Context: an optimization exercise on an open-source flow, tuned for small area. The choices shown serve that exercise and are no tape-out recipe.
RTL that was checked went through simulation tests only; none was proved equivalent to the original.
No functional check of the RTL was part of run 2.
The flow treats the clock pin as an ideal source, which a real chip does not have.
Power figures rest on the tool's default switching activity, not on a simulated workload.

## flow/design.v (module list and top-level ports; edited modules follow where they fit)
// module generic_adder_tree: 1017 lines
// module adt_fa: 4 lines
// module adt_ha: 4 lines
module generic_adder_tree #(
    parameter INPUT_COUNT = 32,
    parameter DATA_WIDTH  = 16
) (
    input clk,
    input rst_n,
    input [INPUT_COUNT-1:0] [DATA_WIDTH-1:0] i_data,
    output [$clog2(INPUT_COUNT)+DATA_WIDTH-1:0] o_sum
);
  // ...
==> flow/flow/run.sh <==
#!/bin/bash
# Standard ORFS layout (the standard.sh, standard synthesis unchanged) with:
#  - port buffers made from the smallest buffer cell, buf_1;
#  - a clock tree of clkbuf_4 without dummy balancing loads, whose buffers
#    that drive slow clock edges are then upsized (flow/fixclk.tcl).
set -o pipefail
export BUFFER_PORTS_ARGS="-buffer_cell sky130_fd_sc_hd__buf_1"
export CTS_ARGS="-sink_clustering_enable -repair_clock_nets -dont_use_dummy_load -wire_unit 20 -buf_list sky130_fd_sc_hd__clkbuf_4 -root_buf sky130_fd_sc_hd__clkbuf_4"
export POST_CTS_TCL="$PWD/flow/fixclk.tcl"
bash standard.sh > standard.log 2>&1
==> flow/flow/fixclk.tcl <==
# Upsize clock buffers whose sinks see a slow clock edge.
estimate_parasitics -placement
set_propagated_clock [all_clocks]
set changed 0
foreach inst [get_cells -filter "ref_name==sky130_fd_sc_hd__clkbuf_4"] {
  set out [get_pins -of $inst -filter "direction==output"]
  set mx 0
  foreach l [get_pins -of [get_nets -of $out] -filter "direction==input"] {
    set s [get_property $l slew_max]; if {$s > $mx} {set mx $s}
  }
  if {$mx > 0.100} {
    puts "upsizing [get_property $inst name] (sink slew $mx)"
    replace_cell $inst sky130_fd_sc_hd__clkbuf_8
    incr changed
  }
}
if {$changed} { detailed_placement; check_placement -verbose }
==> flow/standard.sh <==
#!/bin/bash
# synth_recipe.tcl (not shown) runs the flow's synth.tcl, then flattens the netlist and writes it again
# the make line also repeats each setting of config.mk as NAME=value (left out here)
make -C /OpenROAD-flow-scripts/flow DESIGN_CONFIG=/design/flow/config.mk WORK_HOME=/design/flow/orfs CLKGATE_MAP_FILE= SYNTH_SCRIPT=/design/flow/synth_recipe.tcl "${@:-finish}"
==> flow/config.mk <==
export PLATFORM = sky130hd
export DESIGN_NAME = generic_adder_tree
export DESIGN_NICKNAME = generic_adder_tree
export VERILOG_FILES = /design/flow/design.v
export SDC_FILE = /design/flow/constraint.sdc
export NUM_CORES = 4
export LEC_CHECK = 0
export CAP_MARGIN = 20
export CORE_AREA = 2 2 253 84
export DIE_AREA = 0 0 255 86
export PLACE_DENSITY = 0.8
export SETUP_SLACK_MARGIN = 0.1
export SLEW_MARGIN = 20
export SYNTH_HIERARCHICAL = 1
==> flow/constraint.sdc <==
create_clock -name core_clock -period 4.0 [get_ports {clk}]
set_input_delay 0.8000 -clock core_clock [delete_from_list [all_inputs] [get_ports {clk}]]
set_output_delay 0.8000 -clock core_clock [all_outputs]
set_load 0.01 [all_outputs]
==> results.sh, run 1 <==
export IMPL_grt_max_degree=22
export IMPL_cp_cell_sequence="buf_1 > fa_2 > fa_2 > fa_2 > fa_1 > fa_2 > fa_1 > fa_1"
export IMPL_power_share_sequential=0.230
export IMPL_post_route_drc_count=0
export IMPL_worst_slew_pin_transition_ns=0.5085
export IMPL_buf_share=0.1270
export IMPL_tap_cells=279
export IMPL_ys_seq_area_frac=0.2288
export IMPL_power_top_group="combinational cells"
export IMPL_run_status="timing/DRC/antenna clean"
export IMPL_grt_pass1_wl_um=51460
export IMPL_track_usage=0.3364
export IMPL_comb_power_mw=8.88
export IMPL_groute_layer_met2_usage=0.5514
export IMPL_cp_endpoint="r1[4]"
export IMPL_yosys_area_top_type_share=0.7529
export IMPL_clk_insertion_delay_late_ns=0.43
export IMPL_worstReg2RegStart="r1[5]"
export IMPL_setup_ws_ns=0.1208
export IMPL_post_route_min_period_ns=3.879
export IMPL_reg_top3="r1: 51 flops, r2: 29 flops"
export IMPL_pwr_share_clk=0.056
export IMPL_ir_drop_v=0.0004705
export IMPL_largestClassByArea="multi-input combinational cells"
export IMPL_use_met1=0.4389
export IMPL_postLayoutCellArea_um2=15800
export IMPL_synth_fa_ha_area_frac=0.7576
export IMPL_synth_flop_cell="dfxtp_1"
==> inputs of run 2 (changes only) <==
--- a/flow/design.v
+++ b/flow/design.v
@@ -7,20 +7,21 @@
     input [INPUT_COUNT-1:0] [DATA_WIDTH-1:0] i_data,
     output [$clog2(INPUT_COUNT)+DATA_WIDTH-1:0] o_sum
 );
 reg [50:0] r1;
 reg [28:0] r2;
 reg [20:0] r3;
 reg [20:0] r4;
 reg [20:0] r5;
-reg [4:0] vld;
+reg [2:0] vcnt;
 always @(posedge clk or negedge rst_n)
-    if (!rst_n) vld <= 5'd0;
-    else vld <= {vld[3:0], 1'b1};
+    if (!rst_n) vcnt <= 3'b000;
+    else vcnt <= {vcnt[1] | vcnt[2], vcnt[0], ~vcnt[2]};
+wire valid = vcnt[2] & ~vcnt[1];
 wire s1, c2;
 adt_fa u_s1 (.a(i_data[0][0]), .b(i_data[1][0]), .c(i_data[2][0]), .s(s1), .co(c2));
 wire s3, c4;
 adt_fa u_s3 (.a(i_data[3][0]), .b(i_data[4][0]), .c(i_data[5][0]), .s(s3), .co(c4));
 wire s5, c6;
 adt_fa u_s5 (.a(i_data[6][0]), .b(i_data[7][0]), .c(i_data[8][0]), .s(s5), .co(c6));
 wire s7, c8;
 adt_fa u_s7 (.a(i_data[9][0]), .b(i_data[10][0]), .c(i_data[11][0]), .s(s7), .co(c8));
@@ -1008,17 +1009,17 @@
 adt_fa u_s987 (.a(r2[23]), .b(r2[24]), .c(c986), .s(s987), .co(c988));
 wire s989, c990;
 adt_fa u_s989 (.a(r2[25]), .b(r2[26]), .c(c988), .s(s989), .co(c990));
 wire s991, c992;
 adt_fa u_s991 (.a(r2[27]), .b(r2[28]), .c(c990), .s(s991), .co(c992));
 always @(posedge clk) r3 <= {c992, s991, s989, s987, s985, s983, s981, s979, s977, r2[11], r2[10], r2[9], r2[8], r2[7], r2[6], r2[5], r2[4], r2[3], r2[2], r2[1], r2[0]};
 always @(posedge clk) r4 <= {r3[20], r3[19], r3[18], r3[17], r3[16], r3[15], r3[14], r3[13], r3[12], r3[11], r3[10], r3[9], r3[8], r3[7], r3[6], r3[5], r3[4], r3[3], r3[2], r3[1], r3[0]};
 always @(posedge clk) r5 <= {r4[20], r4[19], r4[18], r4[17], r4[16], r4[15], r4[14], r4[13], r4[12], r4[11], r4[10], r4[9], r4[8], r4[7], r4[6], r4[5], r4[4], r4[3], r4[2], r4[1], r4[0]};
-assign o_sum = {21{vld[4]}} & {r5[20], r5[19], r5[18], r5[17], r5[16], r5[15], r5[14], r5[13], r5[12], r5[11], r5[10], r5[9], r5[8], r5[7], r5[6], r5[5], r5[4], r5[3], r5[2], r5[1], r5[0]};
+assign o_sum = {21{valid}} & {r5[20], r5[19], r5[18], r5[17], r5[16], r5[15], r5[14], r5[13], r5[12], r5[11], r5[10], r5[9], r5[8], r5[7], r5[6], r5[5], r5[4], r5[3], r5[2], r5[1], r5[0]};
 endmodule
 module adt_fa (input a, input b, input c, output s, output co);
     assign s  = a ^ b ^ c;
     assign co = (a & b) | (c & (a | b));
 endmodule
 module adt_ha (input a, input b, output s, output co);
     assign s  = a ^ b;
     assign co = a & b;
--- a/flow/config.mk
+++ b/flow/config.mk
@@ -4,11 +4,11 @@
 export VERILOG_FILES = /design/flow/design.v
 export SDC_FILE = /design/flow/constraint.sdc
 export NUM_CORES = 4
 export LEC_CHECK = 0
 export CAP_MARGIN = 20
 export CORE_AREA = 2 2 253 84
 export DIE_AREA = 0 0 255 86
 export PLACE_DENSITY = 0.8
-export SETUP_SLACK_MARGIN = 0.1
+export SETUP_SLACK_MARGIN = 0.05
 export SLEW_MARGIN = 20
 export SYNTH_HIERARCHICAL = 1
==> run 2 against run 1 <==
Compared with the run above:
- register-to-register slack worse by 0.06 ns
- critical endpoint unchanged
- still clean on timing, DRC and antenna
- non-clock buffer count is 1 higher
- worst hold slack better by 0.074 ns
- sequential share of layout area is 0.23 points lower
- die area stayed put
==> results.sh, run 2 <==
export IMPL_skew_ns=0.02893
export IMPL_die_h_um=86
export IMPL_seq_area_um2=2939
export IMPL_worst_slew_pin_transition_ns=0.5577
export IMPL_crit_path_end_kind="register"
export IMPL_use_met1=0.4209
export IMPL_critPathArrivalTime_ns=4.19
export IMPL_crit_type="input port to register"
export IMPL_reg_top3="r1: 51 flops, r2: 29 flops"
export IMPL_required_ns=4.30
export IMPL_largest_reg_flops=51
export IMPL_timing_rr_end="r2[11]"
export IMPL_max_freq_mhz=257.5
export IMPL_wl_per_cell_um=20.72
export IMPL_holdWs_ns=0.3004
export IMPL_grt_pass1_wl_um=48400
export IMPL_final_common_cell="buf_1"
export IMPL_die_area_um2=21930
export IMPL_grt_pass1_vias=9416
export IMPL_worstReg2RegStart="r1[5]"
export IMPL_async_reset_ff_frac=0.02055
export IMPL_ys_top_cells_by_area="fa_1 (75%), dfxtp_1 (22%), and3b_1 (1.3%)"
export IMPL_top_usage_layer="met2"
export IMPL_synth_nets=1679
export IMPL_via_per_inst=4.991
export IMPL_use_met3=0.05797
export IMPL_ir_drop_v=0.0004418
export IMPL_antenna_found_initial=3
export IMPL_leakagePower_nw=5.651
export IMPL_area_growth_pct=20.35
export IMPL_syn_mean_instance_area_um2=19.54
export IMPL_layout_drive_gt1_share=0.07149
export IMPL_synthTopCellsByCount="fa_1 (491), dfxtp_1 (143), and3b_1 (19)"
export IMPL_initial_utilization=0.6610
export IMPL_finalHoldViolations=0
export IMPL_path_max_fanout=1
export IMPL_postLayoutCellArea_um2=15730
export IMPL_ys_warn_count=7
export IMPL_cts_tree="built"
export IMPL_hp_class="register to register"
export IMPL_pin_count=535
export IMPL_run_status="timing/DRC/antenna clean"
export IMPL_portBuffers=534
export IMPL_synth_area_um2=13070
export IMPL_synth_cells=669
export IMPL_cellPowerDensity_nw_per_um2=770.9
export IMPL_min_to="r4[9]"
export IMPL_track_usage=0.3109
export IMPL_yosysMostFrequentCell="fa_1"
export IMPL_clk_insertion_delay_late_ns=0.42
export IMPL_path_clk_slew_ns=0.09
export IMPL_synth_top_cell_by_area="fa_1"
export IMPL_regMostFlops="r1"
export IMPL_drt_pass1_iter_count=6
export IMPL_rsz0062_at_grt="false"
export IMPL_synth_flop_cell="dfxtp_1"
export IMPL_setup_viol=0
export IMPL_tns_ns=0
export IMPL_setup_ws_ns=0.1160
export IMPL_nFillCells=1128
export IMPL_num_vias=7481
export IMPL_final_cell_mix="buf_1 (534), fa_1 (425), dfxtp_1 (142)"
export IMPL_ys_types=9
export IMPL_post_route_drc_count=0
export IMPL_first_iter_violations=364
export IMPL_synth_edf_count=0
export IMPL_num_rows=29
export IMPL_core_um2=19780
export IMPL_dp_hpwl_um=29530
export IMPL_grt_max_degree=24
export IMPL_total_power_mw=12.13
export IMPL_hold_start="r3[9]"
export IMPL_dpl_cell_area_um2=15540
export IMPL_gp_congestion=0.8930
export IMPL_numClockSinks=146
export IMPL_startpoint_type="input port"
export IMPL_wl_um=31070
export IMPL_post_place_ws_ns=-0.2885
export IMPL_multiInputGateArea_um2=10250
export IMPL_final_max_slew_violation_count=0
export IMPL_ff2ff_path_depth=9
export IMPL_yosys_area_top_type_share=0.7520
export IMPL_nNetsFinal=2229
export IMPL_relSlewSlack=0.6282
export IMPL_ys_seq_area_frac=0.2248
export IMPL_r2r_slack_ns=0.13
export IMPL_groute_layer_met2_usage=0.5363
export IMPL_synth_seq_cells=146
export IMPL_holdPathStages=0
export IMPL_fin_crit_sh=0.9710
export IMPL_ant_nets=0
export IMPL_maxCapViolCount=0
export IMPL_die_width_um=255
export IMPL_post_route_min_period_ns=3.884
export IMPL_gr_total_overflow=0
## run 2: critical path: stages
cell	delay [ns]
buf_1	0.09
fa_2	0.42
fa_2	0.39
fa_1	0.55
fa_1	0.45
fa_1	0.50
fa_1	0.55
fa_1	0.43
## run 2: worst max-delay path by stage
stage,startpoint,end,slack (ns),cells past startpoint
floorplan,i_data[0],r1[4],-0.04,7
global placement,i_data[49],r1[4],-0.25,8
global route,r1[5],r2[11],0.06,9
finish,i_data[1],r1[4],0.12,8
detailed placement,i_data[113],r1[4],-0.29,8
## run 2: report_power, final
group / total, mW / leakage [nW] / internal [mW] / switching, mW
clock: 0.681 / 0.0938 / 0.261 / 0.420
sequential: 2.84 / 1.24 / 2.55 / 0.288
combinational: 8.61 / 4.31 / 4.15 / 4.46
## run 2: area by class of cell
class	count	share of cell area
Tap cell	279	0.02219
Sequential cell	146	0.1868
Inverter	1	0.0002386
Clock buffer	17	0.01050
Antenna cell	3	0.0004772
Timing Repair Buffer	535	0.1281
Multi-Input combinational cell	518	0.6517
## run 2: Yosys stat by module, one instance, submodules excluded
module	flip-flops and latches	area, um^2
adt_ha	0	12.51
generic_adder_tree	146	3179
adt_fa	0	20.02
## run 2: kinds of logic after synthesis
kind of cell / after synthesis / synth area share
adders and majority gates: 496 / 0.7568
and+or+nand+nor: 22 / 0.01474
buffers and inverters: 5 / 0.003733
DFF: 146 / 0.2248
## run 2: layer usage
layer	part of all wire	up-vias	wire length, um
li1	-	3135	-
met1	0.39	3998	12050
met2	0.53	296	16580
met3	0.056	52	1737
met4	0.022	0	698
met5	0	-	0
## run 2: metrics by stage
step	util	cells
floorplan	-	669
global placement	0.7858	1478
detailed placement	0.7858	1478
global route	0.7955	1499
finish	0.7955	1499

==> port drivers added, routing unchanged <==
How much do the figures lean on ideal ports? The routed layouts below were timed once more, with nothing changed but the port constraints.
Step 1 sets driving cells, clkbuf_16 on the clock port and buf_2 on the other inputs (assumed; they add their load-dependent delay and slew).
Step 2 moves the port delays by t, midway between the first and last clock arrival at a register: inputs arrive t later, outputs are due t later. That takes back most of the time a late clock gives input paths.
Slacks: no drivers / after step 1 / after step 2; pairs: no drivers / after step 1.
| run | t, ns | setup WS [ns] | hold WS [ns] | clock arrival spread, ns | worst register clock-pin slew, ns |
|---|---|---|---|---|---|
| run 1 | 0.447 | 0.121 / 0.133 / -0.314 | 0.227 / 0.216 / 0.299 | 0.034 / 0.034 | 0.10 / 0.10 |
| run 2 | 0.443 | 0.116 / 0.128 / -0.314 | 0.300 / 0.300 / 0.300 | 0.030 / 0.029 | 0.10 / 0.10 |
With both steps, setup timing fails in run 1 and run 2, where it was met with ideal ports. For run 1, which loses most, drivers alone change the setup slack by +0.012 ns; drivers and shift together by -0.435 ns.
